This is an optimization exercise on Yosys and OpenROAD, whose aim is small area, a short achievable clock period and few clock cycles, not a production implementation. Where RTL was checked, it was by simulation tests only, not by an equivalence proof against the original.

==> flow/design.v <==
module clz_unit
    #(
        parameter WIDTH = 32
    )
    (
        input logic[WIDTH-1:0] clz_input,
        output logic[$clog2(WIDTH)-1:0] clz,
        output logic zero
    );
    localparam TREE_WIDTH = 2**$clog2(WIDTH);
    localparam TREE_CLZ_WIDTH = $clog2(WIDTH)-1;
    localparam HALF_TREE_WIDTH = TREE_WIDTH/2;
    localparam WIDTH_DIFFERENCE = TREE_WIDTH - WIDTH;
    generate if (WIDTH == 2) begin : gen_base_case
            assign zero = ~(clz_input[1] | clz_input[0]);
            assign clz[0] = ~clz_input[1] & clz_input[0];
        end
        else begin : gen_recursive
            logic[TREE_WIDTH-1:0] padded_input;
            if (WIDTH_DIFFERENCE != 0)  
                assign padded_input = {clz_input, {WIDTH_DIFFERENCE{1'b0}}};
            else
                assign padded_input = clz_input;
            logic[TREE_CLZ_WIDTH-1:0] upper_clz;
            logic[TREE_CLZ_WIDTH-1:0] lower_clz;
            logic upper_zero;
            logic lower_zero;
            assign zero = upper_zero & lower_zero;
            assign clz[$clog2(WIDTH)-1] = upper_zero;
            clz_unit #(.WIDTH(HALF_TREE_WIDTH)) upper_tree (
                .clz_input(padded_input[TREE_WIDTH-1:HALF_TREE_WIDTH]),
                .clz(upper_clz),
                .zero(upper_zero)
            );
            clz_unit #(.WIDTH(HALF_TREE_WIDTH)) lower_tree (
                .clz_input(padded_input[HALF_TREE_WIDTH-1:0]),
                .clz(lower_clz),
                .zero(lower_zero)
            );
            for (genvar i = 0; i < TREE_CLZ_WIDTH; i++)  
                assign clz[i] = (~upper_zero & upper_clz[i]) | (upper_zero & lower_clz[i]);
        end
    endgenerate
endmodule
module div_core
    (
        input logic [31:0] remainder,
        input logic [31:0] divisor,
        input logic divisor_negative,
        output logic [31:0] remainder_next,
        output logic [1:0] quotient_bits
    );
    logic [34:0] r;
    logic [34:0] e;
    logic [34:0] e2;
    logic c;
    logic [34:0] t1;
    logic [34:0] t2;
    logic [34:0] t3;
    logic [34:0] s3;
    logic [34:0] c3;
    assign c = ~divisor_negative;
    assign r = {3'b0, remainder};
    assign e = {{3{divisor_negative}}, divisor} ^ {35{c}};
    assign e2 = {e[33:0], c};
    assign t1 = r + e + {34'b0, c};
    assign t2 = r + e2 + {34'b0, c};
    assign s3 = r ^ e ^ e2;
    assign c3 = {(r[33:0] & e[33:0]) | (r[33:0] & e2[33:0]) | (e[33:0] & e2[33:0]), c};
    assign t3 = s3 + c3 + {34'b0, c};
    always_comb begin
        if (~t3[34]) begin
            quotient_bits = 2'b11;
            remainder_next = t3[31:0];
        end
        else if (~t2[34]) begin
            quotient_bits = 2'b10;
            remainder_next = t2[31:0];
        end
        else if (~t1[34]) begin
            quotient_bits = 2'b01;
            remainder_next = t1[31:0];
        end
        else begin
            quotient_bits = 2'b00;
            remainder_next = remainder;
        end
    end
endmodule
module div_unit
    (
        input logic clk,
        input logic rst,
        input logic init_clear,
        input logic instruction_issued_with_rd,
        input logic [4:0] issue_rd_addr,
        input logic [1:0] issue_fn3,
        input logic [4:0] issue_rs1_addr,
        input logic [4:0] issue_rs2_addr,
        input logic [31:0] rs1,
        input logic [31:0] rs2,
        input logic issue_new_request,
        input logic [3:0] issue_id,
        output logic issue_ready,
        input logic wb_ack,
        output logic wb_done,
        output logic [3:0] wb_id,
        output logic [31:0] wb_rd
    );
    localparam logic [2:0] IDLE = 3'd0;
    localparam logic [2:0] ALIGN = 3'd2;
    localparam logic [2:0] RUN = 3'd3;
    localparam logic [2:0] POST = 3'd4;
    localparam logic [2:0] DONE = 3'd5;
    logic [2:0] state;
    logic [31:0] rem_r;      
    logic [31:0] div_r;      
    logic [31:0] quo_r;      
    logic [3:0] count;
    logic negate_dividend;
    logic negate_divisor;
    logic negate_quotient;
    logic remainder_op;
    logic [5:0] dividend_clz;
    logic [5:0] divisor_clz;
    logic dividend_pow2;
    logic divisor_pow2;
    logic divisor_zero;
    logic [4:0] prev_div_rs1_addr;
    logic [4:0] prev_div_rs2_addr;
    logic prev_div_signed;
    logic prev_div_result_valid;
    logic signed_divop;
    logic div_op_reuse;
    assign signed_divop = ~issue_fn3[0];
    always_ff @(posedge clk) begin
        if (issue_new_request) begin
            prev_div_rs1_addr <= issue_rs1_addr;
            prev_div_rs2_addr <= issue_rs2_addr;
            prev_div_signed <= signed_divop;
        end
    end
    assign div_op_reuse = {prev_div_result_valid, prev_div_signed, prev_div_rs1_addr, prev_div_rs2_addr} == {1'b1, signed_divop, issue_rs1_addr, issue_rs2_addr};
    always_ff @ (posedge clk) begin
        if (rst)
            prev_div_result_valid <= 0;
        else if (issue_new_request)
            prev_div_result_valid <= ~((issue_rd_addr == issue_rs1_addr) | (issue_rd_addr == issue_rs2_addr));
        else if ((instruction_issued_with_rd & ((issue_rd_addr == prev_div_rs1_addr) | (issue_rd_addr == prev_div_rs2_addr))) | init_clear)
            prev_div_result_valid <= 0;
    end
    logic neg_rs1;
    logic neg_rs2;
    logic [4:0] rs1_clz;
    logic [4:0] rs2_clz;
    logic rs1_clz_zero;
    logic rs2_clz_zero;
    assign neg_rs1 = signed_divop & rs1[31];
    assign neg_rs2 = signed_divop & rs2[31];
    clz_unit #(.WIDTH(32)) rs1_clz_block (
        .clz_input(rs1 ^ {32{neg_rs1}}),
        .clz(rs1_clz),
        .zero(rs1_clz_zero)
    );
    clz_unit #(.WIDTH(32)) rs2_clz_block (
        .clz_input(rs2 ^ {32{neg_rs2}}),
        .clz(rs2_clz),
        .zero(rs2_clz_zero)
    );
    logic [6:0] clz_delta;
    assign clz_delta = {1'b0, divisor_clz} - {1'b0, dividend_clz} + {6'b0, dividend_pow2} - {6'b0, divisor_pow2};
    logic [31:0] rem_next;
    logic [1:0] quotient_bits;
    div_core divider_block (
        .remainder(rem_r),
        .divisor(div_r),
        .divisor_negative(negate_divisor),
        .remainder_next(rem_next),
        .quotient_bits(quotient_bits)
    );
    logic start;
    logic quotient_zero;
    logic post_needed;
    assign issue_ready = (state == IDLE) | wb_ack;
    assign start = issue_new_request & ~div_op_reuse;
    assign quotient_zero = divisor_zero | clz_delta[6];
    assign post_needed = negate_dividend | negate_quotient;
    always_ff @ (posedge clk) begin
        if (rst) begin
            state <= IDLE;
            wb_done <= 0;
        end
        else if (issue_new_request) begin
            state <= div_op_reuse ? DONE : ALIGN;
            wb_done <= div_op_reuse;
        end
        else begin
            case (state)
                ALIGN : begin
                    if (quotient_zero) begin
                        state <= DONE;
                        wb_done <= 1;
                    end
                    else
                        state <= RUN;
                end
                RUN : begin
                    if (count == 0) begin
                        state <= post_needed ? POST : DONE;
                        wb_done <= ~post_needed;
                    end
                end
                POST : begin
                    state <= DONE;
                    wb_done <= 1;
                end
                DONE : begin
                    if (wb_ack) begin
                        state <= IDLE;
                        wb_done <= 0;
                    end
                end
                default : state <= IDLE;
            endcase
        end
    end
    always_ff @ (posedge clk) begin
        if (issue_new_request) begin
            wb_id <= issue_id;
            remainder_op <= issue_fn3[1];
        end
        if (start) begin
            negate_dividend <= neg_rs1;
            negate_divisor <= neg_rs2;
            negate_quotient <= neg_rs1 ^ neg_rs2;
            dividend_clz <= {rs1_clz_zero, rs1_clz & {5{~rs1_clz_zero}}};
            divisor_clz <= {rs2_clz_zero, rs2_clz & {5{~rs2_clz_zero}}};
            dividend_pow2 <= neg_rs1 & ~|(~rs1[31:1] & rs1[30:0]);
            divisor_pow2 <= neg_rs2 & ~|(~rs2[31:1] & rs2[30:0]);
            divisor_zero <= rs2_clz_zero & ~neg_rs2;
        end
    end
    always_ff @ (posedge clk) begin
        if (start)
            rem_r <= rs1;
        else if (state == ALIGN & ~quotient_zero & negate_dividend)
            rem_r <= -rem_r;
        else if (state == RUN)
            rem_r <= rem_next;
        else if (state == POST & negate_dividend)
            rem_r <= -rem_r;
    end
    always_ff @ (posedge clk) begin
        if (start)
            div_r <= rs2;
        else if (state == ALIGN)
            div_r <= div_r << {clz_delta[4:1], 1'b0}; 
        else if (state == RUN)
            div_r <= {{2{negate_divisor}}, div_r[31:2]};
    end
    always_ff @ (posedge clk) begin
        if (start)
            quo_r <= '0;
        else if (state == ALIGN & divisor_zero)
            quo_r <= '1;
        else if (state == RUN)
            quo_r <= {quo_r[29:0], quotient_bits};
        else if (state == POST & negate_quotient)
            quo_r <= -quo_r;
    end
    always_ff @ (posedge clk) begin
        if (state == ALIGN)
            count <= clz_delta[4:1];
        else if (state == RUN)
            count <= count - 1;
    end
    assign wb_rd = remainder_op ? rem_r : quo_r;
endmodule
clock: 6.5 ns
lec_check: 0
cap_margin: 20
core_margin: 2
core_utilization: 40
setup_slack_margin: 3.0
slew_margin: 20
run.sh (not shown) runs the stock make flow with config.mk's settings and CLKGATE_MAP_FILE= SYNTH_SCRIPT=/design/flow/synth_recipe.tcl, a recipe that flattens the netlist after the stock synthesis.
Then changed:
--- a/flow/design.v
+++ b/flow/design.v
@@ -118,16 +118,13 @@
     logic [31:0] quo_r;      
     logic [3:0] count;
     logic negate_dividend;
     logic negate_divisor;
     logic negate_quotient;
     logic remainder_op;
-    logic [5:0] dividend_clz;
-    logic [5:0] divisor_clz;
-    logic dividend_pow2;
-    logic divisor_pow2;
+    logic [6:0] clz_delta;
     logic divisor_zero;
     logic [4:0] prev_div_rs1_addr;
     logic [4:0] prev_div_rs2_addr;
     logic prev_div_signed;
     logic prev_div_result_valid;
     logic signed_divop;
@@ -164,63 +161,71 @@
     );
     clz_unit #(.WIDTH(32)) rs2_clz_block (
         .clz_input(rs2 ^ {32{neg_rs2}}),
         .clz(rs2_clz),
         .zero(rs2_clz_zero)
     );
-    logic [6:0] clz_delta;
-    assign clz_delta = {1'b0, divisor_clz} - {1'b0, dividend_clz} + {6'b0, dividend_pow2} - {6'b0, divisor_pow2};
+    logic [5:0] dividend_clz;
+    logic [5:0] divisor_clz;
+    logic dividend_pow2;
+    logic divisor_pow2;
+    assign dividend_clz = {rs1_clz_zero, rs1_clz & {5{~rs1_clz_zero}}};
+    assign divisor_clz = {rs2_clz_zero, rs2_clz & {5{~rs2_clz_zero}}};
+    assign dividend_pow2 = neg_rs1 & ~|(~rs1[31:1] & rs1[30:0]);
+    assign divisor_pow2 = neg_rs2 & ~|(~rs2[31:1] & rs2[30:0]);
     logic [31:0] rem_next;
     logic [1:0] quotient_bits;
     div_core divider_block (
         .remainder(rem_r),
         .divisor(div_r),
         .divisor_negative(negate_divisor),
         .remainder_next(rem_next),
         .quotient_bits(quotient_bits)
     );
     logic start;
     logic quotient_zero;
     logic post_needed;
+    logic wb_done_r;
     assign issue_ready = (state == IDLE) | wb_ack;
     assign start = issue_new_request & ~div_op_reuse;
     assign quotient_zero = divisor_zero | clz_delta[6];
+    assign wb_done = wb_done_r | (state == ALIGN & quotient_zero);
     assign post_needed = negate_dividend | negate_quotient;
     always_ff @ (posedge clk) begin
         if (rst) begin
             state <= IDLE;
-            wb_done <= 0;
+            wb_done_r <= 0;
         end
         else if (issue_new_request) begin
             state <= div_op_reuse ? DONE : ALIGN;
-            wb_done <= div_op_reuse;
+            wb_done_r <= div_op_reuse;
         end
         else begin
             case (state)
                 ALIGN : begin
                     if (quotient_zero) begin
-                        state <= DONE;
-                        wb_done <= 1;
+                        state <= wb_ack ? IDLE : DONE;
+                        wb_done_r <= ~wb_ack;
                     end
                     else
                         state <= RUN;
                 end
                 RUN : begin
                     if (count == 0) begin
                         state <= post_needed ? POST : DONE;
-                        wb_done <= ~post_needed;
+                        wb_done_r <= ~post_needed;
                     end
                 end
                 POST : begin
                     state <= DONE;
-                    wb_done <= 1;
+                    wb_done_r <= 1;
                 end
                 DONE : begin
                     if (wb_ack) begin
                         state <= IDLE;
-                        wb_done <= 0;
+                        wb_done_r <= 0;
                     end
                 end
                 default : state <= IDLE;
             endcase
         end
     end
@@ -230,17 +235,14 @@
             remainder_op <= issue_fn3[1];
         end
         if (start) begin
             negate_dividend <= neg_rs1;
             negate_divisor <= neg_rs2;
             negate_quotient <= neg_rs1 ^ neg_rs2;
-            dividend_clz <= {rs1_clz_zero, rs1_clz & {5{~rs1_clz_zero}}};
-            divisor_clz <= {rs2_clz_zero, rs2_clz & {5{~rs2_clz_zero}}};
-            dividend_pow2 <= neg_rs1 & ~|(~rs1[31:1] & rs1[30:0]);
-            divisor_pow2 <= neg_rs2 & ~|(~rs2[31:1] & rs2[30:0]);
-            divisor_zero <= rs2_clz_zero & ~neg_rs2;
+            clz_delta <= {1'b0, divisor_clz} - {1'b0, dividend_clz} + {6'b0, dividend_pow2} - {6'b0, divisor_pow2};
+            divisor_zero <= ~|rs2;
         end
     end
     always_ff @ (posedge clk) begin
         if (start)
             rem_r <= rs1;
         else if (state == ALIGN & ~quotient_zero & negate_dividend)
@@ -257,15 +259,13 @@
             div_r <= div_r << {clz_delta[4:1], 1'b0}; 
         else if (state == RUN)
             div_r <= {{2{negate_divisor}}, div_r[31:2]};
     end
     always_ff @ (posedge clk) begin
         if (start)
-            quo_r <= '0;
-        else if (state == ALIGN & divisor_zero)
-            quo_r <= '1;
+            quo_r <= {32{~|rs2}};
         else if (state == RUN)
             quo_r <= {quo_r[29:0], quotient_bits};
         else if (state == POST & negate_quotient)
             quo_r <= -quo_r;
     end
     always_ff @ (posedge clk) begin
=> The new run ran to the end with no violations. Die area shrinks by 1.3%. Clock-buffer cell count grows by 2. Final area grows by 6.7%. Wire length hardly moves. Utilization grows by 4.8 points. Synthesized cell count shrinks by 3.3%. Via count grows by 0.31%. Cell count grows by 1.1%. Global-route usage grows by 0.19 points.
No functional check of the RTL was part of any run of this note.

---

## rev 12
div_unit, a different RTL version from the one above (not shown whole).
For scale: roughly 2300 cells after synthesis, about 140 flip-flops, ~130 I/O pins.
==> flow/config.mk <==
export PLATFORM = sky130hd
export DESIGN_NAME = div_unit
export DESIGN_NICKNAME = div_unit
export VERILOG_FILES = /design/flow/design.v
export SDC_FILE = /design/flow/constraint.sdc
export NUM_CORES = 4
export LEC_CHECK = 0
export CAP_MARGIN = 20
export CORE_MARGIN = 2
export CORE_UTILIZATION = 40
export SETUP_SLACK_MARGIN = 2.8
export SLEW_MARGIN = 20
==> flow/constraint.sdc <==
create_clock -name core_clock -period 6.5 [get_ports {clk}]
set_input_delay 1.3000 -clock core_clock [delete_from_list [all_inputs] [get_ports {clk}]]
set_output_delay 1.3000 -clock core_clock [all_outputs]
set_load 0.01 [all_outputs]
Testbench counts of rev 12, summed over its fixed seeds: cycles 36,528.
### rev 12 -> rev 13
-- flow/design.v --
<<< rev 12, line 167
    logic [5:0] divisor_clz_r;
    logic divisor_neg_pow2;
    logic divisor_pow2;
    function automatic logic [31:0] negate(input logic [31:0] x);
>>> rev 13, line 167
    logic [5:0] divisor_clz_r;
    logic divisor_neg_pow2;
    logic dividend_clz_exact;
    logic divisor_pow2;
    function automatic logic [31:0] negate(input logic [31:0] x);
<<< rev 12, line 216
    logic [5:0] divisor_clz;
    logic rs2_neg_pow2;
    logic rs2_pos_pow2;
    assign neg_rs1 = signed_divop & rs1[31];
>>> rev 13, line 217
    logic [5:0] divisor_clz;
    logic rs2_neg_pow2;
    logic rs1_neg_pow2;
    logic rs2_pos_pow2;
    assign neg_rs1 = signed_divop & rs1[31];
<<< rev 12, line 234
    assign divisor_clz = (rs2[31] & ~signed_divop) ? 6'd0 : {rs2_clz_zero, rs2_clz & {5{~rs2_clz_zero}}};
    assign rs2_neg_pow2 = neg_rs2 & ~|(~rs2[31:1] & rs2[30:0]);
    assign rs2_pos_pow2 = ~neg_rs2 & (rs2[31] ? ~|rs2[30:0] : rs2_one_hot);
    logic [6:0] clz_delta;
    logic divisor_zero;
    logic [4:0] divisor_log2;
    assign clz_delta = {1'b0, divisor_clz_r} - {1'b0, dividend_clz_r};
    assign divisor_zero = divisor_clz_r[5] & ~negate_divisor;
    assign divisor_log2 = ~divisor_clz_r[4:0] + {4'b0, divisor_neg_pow2};
>>> rev 13, line 236
    assign divisor_clz = (rs2[31] & ~signed_divop) ? 6'd0 : {rs2_clz_zero, rs2_clz & {5{~rs2_clz_zero}}};
    assign rs2_neg_pow2 = neg_rs2 & ~|(~rs2[31:1] & rs2[30:0]);
    assign rs1_neg_pow2 = neg_rs1 & ~|(~rs1[31:1] & rs1[30:0]);
    assign rs2_pos_pow2 = ~neg_rs2 & (rs2[31] ? ~|rs2[30:0] : rs2_one_hot);
    logic [6:0] clz_delta;
    logic divisor_zero;
    logic [4:0] divisor_log2;
    assign clz_delta = {1'b0, divisor_clz_r} + {1'b1, ~dividend_clz_r} + {6'b0, dividend_clz_exact};
    assign divisor_zero = divisor_clz_r[5] & ~negate_divisor;
    assign divisor_log2 = ~divisor_clz_r[4:0] + {4'b0, divisor_neg_pow2};
<<< rev 12, line 270
    logic wb_done_r;
    logic pow2_now;
    assign issue_ready = (state == IDLE) | wb_ack;
    assign start = issue_new_request & ~div_op_reuse;
>>> rev 13, line 273
    logic wb_done_r;
    logic pow2_now;
    logic align_step;
    assign issue_ready = (state == IDLE) | wb_ack;
    assign start = issue_new_request & ~div_op_reuse;
<<< rev 12, line 276
    assign post_needed = negate_dividend | negate_quotient;
    assign pow2_now = (state == ALIGN & divisor_pow2 & ~negate_dividend) | (state == POW2);
    always_ff @ (posedge clk) begin
        if (rst) begin
>>> rev 13, line 280
    assign post_needed = negate_dividend | negate_quotient;
    assign pow2_now = (state == ALIGN & divisor_pow2 & ~negate_dividend) | (state == POW2);
    assign align_step = (state == ALIGN) & ~divisor_pow2 & ~negate_dividend & ~quotient_zero & (clz_delta[4:1] == 4'd0);
    always_ff @ (posedge clk) begin
        if (rst) begin
<<< rev 12, line 292
                        wb_done_r <= ~wb_ack;
                    end
                    else if (divisor_pow2 & ~negate_dividend) begin
                        state <= post_needed ? POST : DONE;
                        wb_done_r <= ~post_needed;
>>> rev 13, line 297
                        wb_done_r <= ~wb_ack;
                    end
                    else if ((divisor_pow2 & ~negate_dividend) | align_step) begin
                        state <= post_needed ? POST : DONE;
                        wb_done_r <= ~post_needed;
<<< rev 12, line 332
            divisor_clz_r <= divisor_clz;
            divisor_neg_pow2 <= rs2_neg_pow2;
            divisor_pow2 <= rs2_neg_pow2 | rs2_pos_pow2;
        end
>>> rev 13, line 337
            divisor_clz_r <= divisor_clz;
            divisor_neg_pow2 <= rs2_neg_pow2;
            dividend_clz_exact <= ~neg_rs1 | rs1_neg_pow2;
            divisor_pow2 <= rs2_neg_pow2 | rs2_pos_pow2;
        end
<<< rev 12, line 346
                              (state == ALIGN & divisor_pow2 & negate_dividend & ~quotient_zero) |
                              (state == POST & negate_dividend);
    assign rem_take_next = (state == RUN);
    assign rem_take_hold = ~(rem_take_mask | rem_take_negated | rem_take_next);
    assign rem_update = (rem_r & low_mask & {32{rem_take_mask}}) |
>>> rev 13, line 352
                              (state == ALIGN & divisor_pow2 & negate_dividend & ~quotient_zero) |
                              (state == POST & negate_dividend);
    assign rem_take_next = (state == RUN) | align_step;
    assign rem_take_hold = ~(rem_take_mask | rem_take_negated | rem_take_next);
    assign rem_update = (rem_r & low_mask & {32{rem_take_mask}}) |
<<< rev 12, line 379
        else if (pow2_now)
            quo_r <= shift_out_reversed;
        else if (state == RUN)
            quo_r <= {quo_r[29:0], quotient_bits};
        else if (state == POST & negate_quotient)
>>> rev 13, line 385
        else if (pow2_now)
            quo_r <= shift_out_reversed;
        else if ((state == RUN) | align_step)
            quo_r <= {quo_r[29:0], quotient_bits};
        else if (state == POST & negate_quotient)
Results
Cell area in rev 13 vs rev 12: up 1300 um^2
Result: PASS for each of rev 13 and rev 12
Number of filler instances in the final layout shrinks slightly when moving from rev 12 to rev 13.
Rev 12 → rev 13: post-synthesis simple-gate area fraction saw a decrease, worst hold slack increased by 12 ps relative to the old numbers.
Going from rev 12 to rev 13, the amount of wire on met2 after detailed routing was found to have gone up by about 0.7%.
On largest stage delay on the critical path: rev 13 sits below rev 12.
Of the two candidates, rev 12 has the better fmax and rev 13 the worse one.
Diff rev 12 -> rev 13: clock-buffer cell count climbed 6; post-layout worst setup margin dropped 130 ps.
For rev 12, the category of the critical setup timing path was register to register, unlike rev 13, where it was register to output port.
The RTL of rev 13 was laid out without a check of its function.

[port drivers added, routing unchanged]
The flow's constraints put no driver on any port. The routed layouts listed below were extracted and timed again, unchanged, in two steps. Step 1 sets driving cells, clkbuf_16 on the clock port and buf_2 on the other inputs (assumed; they add their load-dependent delay and slew). Step 2 times the ports against the registers' clock, not the clock port: input delays grow and output delays shrink by t, the midpoint of the rising clock arrivals with the driver on. Slacks: ideal / step 1 / step 2; pairs: ideal / step 1.
run | t (ns) | slack for setup (ns) | worst register clock-pin slew, ns | worst slew at a driven data input, ns
the first run of note 1 | 0.520 | 2.303 / 2.303 / 2.252 | 0.07 / 0.07 | 0.10
the second run of note 1 | 0.518 | 2.097 / 2.132 / 1.614 | 0.07 / 0.07 | 0.10
rev 12 | 0.524 | 2.746 / 2.746 / 2.485 | 0.08 / 0.08 | 0.05
rev 13 | 0.510 | 2.618 / 2.564 / 2.435 | 0.08 / 0.08 | 0.06
After both steps setup and hold are still met in every run listed. The setup slack of the second run of note 1, which loses most, moves by +0.035 ns with the drivers and by -0.483 ns with both steps.
